Background: an optimization exercise with open tools, aiming at small area and a short achievable clock period. Do not read the settings as production practice. In this exercise RTL edits were held to simulation tests only and were not proved equivalent to the original. Power figures rest on the tool's default switching activity, not on a simulated workload.

## juniper
Design counter, start of the top module:
module counter(out,data,load,reset,clk);
parameter n=939;
output[n-1:0] out;
input[n-1:0] data;
input load,clk,reset;
reg[n-1:0] out;
wire[n-1:0] nxt;
wire[234:0] gn;    
wire bf0;
wire bf1;
wire bf2;
wire bf3;
wire bf4;
wire bf5;
wire bf6;
wire bf7;
wire bf8;
wire bf9;
wire bf10;
wire bf11;
wire bf12;
wire bf13;
wire bf14;
wire bf15;
wire bf16;
wire bf17;
wire bf18;
wire bf19;
wire bf20;
wire bf21;
wire bf22;
wire bf23;
wire bf24;
wire bf25;
wire bf26;
wire bf27;
wire bf28;
wire bf29;
wire bf30;
wire bf31;
wire bf32;
wire bf33;
wire bf34;
wire bf35;
wire bf36;
wire bf37;
wire bf38;
wire bf39;
wire bf40;
wire bf41;
wire bf42;
wire bf43;
wire bf44;
wire bf45;
wire bf46;
wire bf47;
wire bf48;
wire bf49;
wire bf50;
wire bf51;
wire bf52;
wire bf53;
wire bf54;
wire bf55;
wire bf56;
wire bf57;
wire bf58;
wire bf59;
wire bf60;
wire bf61;
wire bf62;
wire bf63;
wire bf64;
wire bf65;
wire bf66;
wire bf67;
wire bf68;
wire bf69;
wire bf70;
wire bf71;
wire bf72;
wire bf73;
wire bf74;
wire bf75;
wire bf76;
wire bf77;
wire bf78;
wire bf79;
wire bf80;
wire bf81;
wire bf82;
wire bf83;
wire bf84;
wire bf85;
wire bf86;
wire bf87;
wire bf88;
wire bf89;
wire bf90;
wire bf91;
wire bf92;
wire bf93;
wire bf94;
wire bf95;
wire bf96;
wire bf97;
wire bf98;
wire bf99;
wire bf100;
wire bf101;
wire bf102;
wire bf103;
wire bf104;
wire bf105;
wire bf106;
wire bf107;
wire bf108;
wire bf109;
wire bf110;
wire bf111;
wire bf112;
  ...
Size in the first run: roughly 1900 I/O pins, about 0.050 mm² of cells after synthesis.
clock: 7.0 ns
lec_check: 0
cap_margin: 20
core_area: 4 4 556 176
cts_cluster_diameter: 60
cts_cluster_size: 20
die_area: 0 0 560 180
place_density: 0.7
setup_slack_margin: 4.0
slew_margin: 20
synth_hierarchical: 1
synth_minimum_keep_size: 0
tns_end_percent: 10
standard.sh (not shown) runs the stock make flow with config.mk's settings and CLKGATE_MAP_FILE= SYNTH_SCRIPT=/design/flow/synth_recipe.tcl, a recipe that flattens the netlist after the stock synthesis.
==> flow/flow/run.sh <==
#!/bin/bash
export BUFFER_PORTS_ARGS="-buffer_cell sky130_fd_sc_hd__buf_1"
export PLACE_PINS_ARGS="-min_distance 1 -min_distance_in_tracks"
cp standard.sh standard.sh.txt
bash standard.sh > standard.log 2>&1
juniper ran to completion and came out clean on the timing, DRC and antenna checks.
Input changes introduced in fjord (baseline for comparison: juniper):
Settings: PLACE_DENSITY now 0.5, was 0.7; TNS_END_PERCENT no longer set, was 10.
[summary]
fjord: routed wire length is 10% lower than what juniper reported. Summary — share of total power in combinational logic, fjord relative to juniper: lower, by 0.6 points. As far as core utilization is concerned, fjord and juniper perform about the same. Layout overhead on the synthesized area | fjord below juniper. fjord has more setup slack than juniper.
The inputs of garnet differ from those of fjord as listed below.
Settings: changing DIE_AREA from 0 0 560 180 to 0 0 340 340; removing CTS_CLUSTER_DIAMETER (formerly 60); changing SETUP_SLACK_MARGIN from 4.0 to 4.3; setting CTS_BUF_LIST to sky130_fd_sc_hd__clkbuf_4 sky130_fd_sc_hd__clkbuf_8 for the first time; changing PLACE_DENSITY from 0.5 to 0.6; changing CORE_AREA from 4 4 556 176 to 4 4 336 336.
## What came out
garnet against fjord; number of placed instances with taps included is up by a few percent. Going from fjord to garnet, final RePlAce weighted congestion grew by a few percent. Going from fjord to garnet, number of levels in the clock H-tree grows by 2. Reported for fjord and garnet, number of buffers inserted for hold repair after clock tree synthesis turned out identical to the last digit. garnet gives more buffer count from post-CTS setup fixing than fjord did. No final results exist for garnet, since it was stopped by error GRT-0116 during global routing. In garnet, height of the die is higher than in fjord. Site row count went up by more than half going from fjord to garnet. Looking at die span in x, garnet sits 220 µm lower than fjord does.

* * *

## run D
Starting RTL as in the previous note.
export LEC_CHECK = 0
export CAP_MARGIN = 20
export CORE_AREA = 4 4 526 176
export CTS_CLUSTER_DIAMETER = 60
export CTS_CLUSTER_SIZE = 20
export DIE_AREA = 0 0 530 180
export PLACE_DENSITY = 0.5
export SETUP_SLACK_MARGIN = 4.0
export SLEW_MARGIN = 20
export SYNTH_HIERARCHICAL = 1
export SYNTH_MINIMUM_KEEP_SIZE = 0
create_clock -name core_clock -period 7.0 [get_ports {clk}]
Scripts as last shown in full above: flow/flow/run.sh
Run D finished end to end and its layout was clean on timing, DRC and antenna.
Setup changes, run D to run B
- a change of CORE_AREA from 4 4 526 176 to 4 4 556 176
- a deleted CTS_CLUSTER_SIZE that had been 20
- a change of PLACE_DENSITY from 0.5 to 0.7
- a change of DIE_AREA from 0 0 530 180 to 0 0 560 180
- a deleted CTS_CLUSTER_DIAMETER that had been 60
[summary]
Diff run D -> run B | wire length | increase of 14%. The run showing the greater worst-skew pair later-pin latency is run B. Compared with run D, in run B estimated wirelength of the detail-placed design +16%, reported combinational group power increased by about 5% relative to the old numbers, non-clock buffer count now larger, cell area now larger. Where standby leakage power is concerned, run D is better than run B.

* * *

run 1:
counter again, from the RTL that the note above started with.
Design counter, start of the top module:
module counter(out,data,load,reset,clk);
parameter n=939;
output[n-1:0] out;
input[n-1:0] data;
input load,clk,reset;
reg[n-1:0] out;
wire[n-1:0] nxt;
wire[234:0] gn;    
wire bf0;
wire bf1;
wire bf2;
wire bf3;
wire bf4;
wire bf5;
wire bf6;
wire bf7;
wire bf8;
wire bf9;
wire bf10;
wire bf11;
wire bf12;
wire bf13;
wire bf14;
wire bf15;
wire bf16;
wire bf17;
wire bf18;
wire bf19;
wire bf20;
wire bf21;
wire bf22;
wire bf23;
wire bf24;
wire bf25;
wire bf26;
wire bf27;
wire bf28;
wire bf29;
wire bf30;
wire bf31;
wire bf32;
wire bf33;
wire bf34;
wire bf35;
wire bf36;
wire bf37;
wire bf38;
wire bf39;
wire bf40;
wire bf41;
wire bf42;
wire bf43;
wire bf44;
wire bf45;
wire bf46;
wire bf47;
wire bf48;
wire bf49;
wire bf50;
wire bf51;
wire bf52;
wire bf53;
wire bf54;
wire bf55;
wire bf56;
wire bf57;
wire bf58;
wire bf59;
wire bf60;
wire bf61;
wire bf62;
wire bf63;
wire bf64;
wire bf65;
wire bf66;
wire bf67;
wire bf68;
wire bf69;
wire bf70;
wire bf71;
wire bf72;
wire bf73;
wire bf74;
wire bf75;
wire bf76;
wire bf77;
wire bf78;
wire bf79;
wire bf80;
wire bf81;
wire bf82;
wire bf83;
wire bf84;
wire bf85;
wire bf86;
wire bf87;
wire bf88;
wire bf89;
wire bf90;
wire bf91;
wire bf92;
wire bf93;
wire bf94;
wire bf95;
wire bf96;
wire bf97;
wire bf98;
wire bf99;
wire bf100;
wire bf101;
wire bf102;
wire bf103;
wire bf104;
wire bf105;
wire bf106;
wire bf107;
wire bf108;
wire bf109;
wire bf110;
wire bf111;
  ...
export LEC_CHECK = 0
export CAP_MARGIN = 20
export CORE_AREA = 4 4 556 176
export CTS_CLUSTER_DIAMETER = 60
export CTS_CLUSTER_SIZE = 20
export DIE_AREA = 0 0 560 180
export PLACE_DENSITY = 0.6
export SETUP_SLACK_MARGIN = 4.0
export SLEW_MARGIN = 20
export SYNTH_HIERARCHICAL = 1
export SYNTH_MINIMUM_KEEP_SIZE = 0
create_clock -name core_clock -period 7.0 [get_ports {clk}]
Scripts as last shown in full above: flow/flow/run.sh
The inputs of run 2 differ from those of run 1 as listed below.
- a change of SLEW_MARGIN from 20 to 10
- a change of PLACE_DENSITY from 0.6 to 0.7
- a change of CAP_MARGIN from 20 to 10
Results
- Per the comparison of run 2 with run 1, number of antenna violations at the first check in global routing has decreased; combinational fraction of design power up 0.6 points; detailed-routing wirelength on met1 increased by 12% relative to the old numbers; cell area about even.
Setup changes, run 2 to run 3
- clearing CTS_CLUSTER_SIZE, which used to be 20
- swapping 0.7 for 0.75 in PLACE_DENSITY
- clearing CTS_CLUSTER_DIAMETER, which used to be 60
- swapping 0 0 560 180 for 0 0 300 300 in DIE_AREA
- swapping 10 for 20 in SLEW_MARGIN
- swapping 10 for 20 in CAP_MARGIN
- swapping 4 4 556 176 for 4 4 296 296 in CORE_AREA
==> run summary <==
- Number of rows in the core area sits higher in run 3 than in run 2.
- Placed instance area: lower on run 3
- Comparing run 3 against run 2, there is no change at all in post-synth net total.
- Run status, run 3: aborted in global routing, error GRT-0116
- Run 3 ends up with a number of clock buffers inserted by TritonCTS that is about 90% higher than in run 2.
- When run 3 is measured against run 2, its vertical die dimension turns out 67% higher.
- Against run 2, post-cts resize count in run 3 fell by more than a quarter.
- The final reports for run 3 and run 2 show worst setup slack before clock tree synthesis higher in the former.
- As far as post-synthesis cell area goes, run 3 and run 2 are indistinguishable; the numbers are identical.
## Diff of input files: run 4 against run 3
- an added CTS_CLUSTER_SIZE of 20
- a change of PLACE_DENSITY from 0.75 to 0.45
- an added CTS_CLUSTER_DIAMETER of 60
- a change of CORE_AREA from 4 4 296 296 to 4 4 556 176
- a change of DIE_AREA from 0 0 300 300 to 0 0 560 180
Results
Run 4 | status: complete | timing, DRC, antenna: pass. Run 4 vs run 3: buffer count from post-CTS setup fixing up by more than half. [run 4] site row count fell 42% relative to run 3. Summary: with run 3 as the reference, standard cell area after detailed placement in run 4 moved up slightly. When run 4 is set beside run 3, its post-placement worst setup slack turns out to be 0.37 ns smaller. Run 3 → run 4: HPWL after detailed placement lower; post-CTS resize count rose by 140; CTS buffer count has decreased; routability-driven placement congestion ratio decreased about 14%.
## Diff of input files: run 5 against run 4
- a change of SETUP_SLACK_MARGIN from 4.0 to 3.8
- a change of PLACE_DENSITY from 0.45 to 0.7
- a deleted CTS_CLUSTER_SIZE that had been 20
- a deleted CTS_CLUSTER_DIAMETER that had been 60
## What came out
Run 5: flow completed, timing, DRC and antenna clean
Insertion delay to the later sink of the worst-skew pair: run 5 vs run 4, no meaningful difference
Routed wire in run 5 totals more than in run 4.
The clock power number comes out lower for run 4 vs run 5.
Of run 4 and run 5, the run reporting the higher final period demand of the worst path was run 5.
Run 5 vs run 4 — fill cell total of the finished layout dropped 39.
Run 5 against run 4: area overhead of the layout relative to synthesis saw a decrease, share of power burned in combinational logic saw a decrease, combined area of the multi-input logic cells saw a decrease.
The via count in run 5 sits about 5% above the value recorded for run 4.
As far as area of placed instances is concerned, run 5 and run 4 perform about the same.
Edits applied to the flow inputs when going from run 5 to run 6:
- swapping 0.7 for 0.6 in PLACE_DENSITY
- putting CTS_CLUSTER_SIZE at 24 where nothing was set
- swapping 3.8 for 4.0 in SETUP_SLACK_MARGIN
- putting CTS_CLUSTER_DIAMETER at 60 where nothing was set
### Flow results
Setup slack in run 6 is larger than in run 5.
Looking at count of clock-buffer cells in the layout, run 6 sits below run 5.
In the flow results for run 6 and run 5, the global-route usage over all layers is larger on run 5.
Changes observed in run 6 relative to run 5: design area +660 sq um; buffering overhead grew by 1.4 points; total detailed-routing wirelength has decreased; worst slack on hold paths went up by 0.11 ns.
Per the comparison of run 6 with run 5, routing usage on met1 now sits lower; number of optimization iterations in the first detailed-route pass now sits lower.
Taking run 6 as 1.0, run 5 lands at 1.13 on overall power of the completed layout.

* * *

counter again, from the RTL that the note above started with.
==> flow/config.mk <==
export PLATFORM = sky130hd
export DESIGN_NAME = counter
export DESIGN_NICKNAME = counter
export VERILOG_FILES = /design/flow/design.v
export SDC_FILE = /design/flow/constraint.sdc
export NUM_CORES = 4
export LEC_CHECK = 0
export CAP_MARGIN = 20
export CORE_AREA = 4 4 556 176
export CTS_CLUSTER_DIAMETER = 60
export CTS_CLUSTER_SIZE = 20
export DIE_AREA = 0 0 560 180
export PLACE_DENSITY = 0.5
export SETUP_SLACK_MARGIN = 4.1
export SLEW_MARGIN = 20
export SYNTH_HIERARCHICAL = 1
export SYNTH_MINIMUM_KEEP_SIZE = 0
==> flow/constraint.sdc <==
create_clock -name core_clock -period 7.0 [get_ports {clk}]
set_input_delay 1.4000 -clock core_clock [delete_from_list [all_inputs] [get_ports {clk}]]
set_output_delay 1.4000 -clock core_clock [all_outputs]
set_load 0.01 [all_outputs]
Scripts as last shown in full above: flow/flow/run.sh
The first run completed without violations.
Rerun with:
--- a/flow/config.mk
+++ b/flow/config.mk
@@ -10,2 +9,0 @@
-export CTS_CLUSTER_DIAMETER = 60
-export CTS_CLUSTER_SIZE = 20
@@ -13,2 +11,2 @@
-export PLACE_DENSITY = 0.5
-export SETUP_SLACK_MARGIN = 4.1
+export PLACE_DENSITY = 0.7
+export SETUP_SLACK_MARGIN = 4.2
=> Global-route usage grows by 6.9 points. Worst setup slack degrades by 0.031 ns. Register-to-register slack loses 0.03 ns. Routed wire length rose by about a fifth. Cell area goes up by a few percent.
Rerun with:
--- a/flow/config.mk
+++ b/flow/config.mk
@@ -9,0 +10,2 @@
+export CTS_CLUSTER_DIAMETER = 60
+export CTS_CLUSTER_SIZE = 20
@@ -11,2 +13,2 @@
-export PLACE_DENSITY = 0.7
-export SETUP_SLACK_MARGIN = 4.2
+export PLACE_DENSITY = 0.5
+export SETUP_SLACK_MARGIN = 3.9
Effect: The changed run produced a clean layout; sequential power stays flat; wire length falls by about a fifth; core utilization falls by 7.8 points; via count is lower by roughly a tenth; synthesized cell count stays the same; final area went down by roughly a tenth; worst setup slack got worse by 0.062 ns; cell count fell by a few percent; global-route usage goes down by 7.4 points.
Rerun with:
--- a/flow/config.mk
+++ b/flow/config.mk
@@ -13,2 +13,2 @@
-export PLACE_DENSITY = 0.5
-export SETUP_SLACK_MARGIN = 3.9
+export PLACE_DENSITY = 0.4
+export SETUP_SLACK_MARGIN = 4.0
Routed wire length is about the same.
Synthesized area is unchanged.
Fmax goes up by 3.0%.
Total power climbs by 0.69%.
Synthesized cell count stays the same.
Count of clock-buffer cells in the layout does not change.
Global-route usage hardly moves.
Utilization rose by 1.3 points.
Critical path depth is unchanged.
Rerun with:
--- a/flow/config.mk
+++ b/flow/config.mk
@@ -9 +9 @@
-export CORE_AREA = 4 4 556 176
+export CORE_AREA = 4 4 596 186
@@ -12,2 +12,2 @@
-export DIE_AREA = 0 0 560 180
-export PLACE_DENSITY = 0.4
+export DIE_AREA = 0 0 600 190
+export PLACE_DENSITY = 0.5
Clock skew is lower by 0.0074 ns. Synthesized cell count is unchanged. Non-clock buffer count is higher by 55.

==> what the ideal ports hide <==
Ports are ideal in the flow. The routed layouts listed here were re-timed in OpenROAD. Step 1 sets driving cells, clkbuf_16 on the clock port and buf_2 on the other inputs (assumed; they add their load-dependent delay and slew). Step 2 adds t to the input delays and takes it off the output delays; t is the mean of the earliest and latest rising clock arrival at the registers after step 1. Input paths then give back, and output paths get back, about the clock's delay inside the block. Three values: ideal ports, drivers, drivers and shift; two values: the first two.
run | shift t [ns] | setup slack, ns | slew at the worst register clock pin (ns)
juniper | 0.764 | 3.876 / 3.876 / 3.261 | 0.11 / 0.11
fjord | 0.755 | 3.946 / 3.946 / 3.328 | 0.10 / 0.10
run D | 0.738 | 3.908 / 3.908 / 3.468 | 0.10 / 0.10
run B | 0.750 | 3.840 / 3.840 / 3.346 | 0.08 / 0.08
run 1 | 0.756 | 3.901 / 3.901 / 3.418 | 0.10 / 0.10
run 2 | 0.766 | 3.914 / 3.914 / 3.219 | 0.11 / 0.11
run 4 | 0.755 | 3.946 / 3.946 / 3.328 | 0.10 / 0.10
run 5 | 0.747 | 3.659 / 3.659 / 3.284 | 0.08 / 0.08
run 6 | 0.738 | 3.899 / 3.899 / 3.417 | 0.11 / 0.11
the first run of note 4 | 0.761 | 3.947 / 3.947 / 3.449 | 0.10 / 0.10
the second run of note 4 | 0.758 | 3.916 / 3.916 / 3.681 | 0.09 / 0.09
the third run of note 4 | 0.758 | 3.854 / 3.854 / 3.284 | 0.10 / 0.10
the fourth run of note 4 | 0.755 | 3.946 / 3.946 / 3.328 | 0.10 / 0.10
the fifth run of note 4 | 0.752 | 3.898 / 3.898 / 3.362 | 0.10 / 0.10
After both steps every run listed still meets setup and hold. For run 2, which loses most, drivers alone change the setup slack by 0.000 ns; drivers and shift together by -0.695 ns.
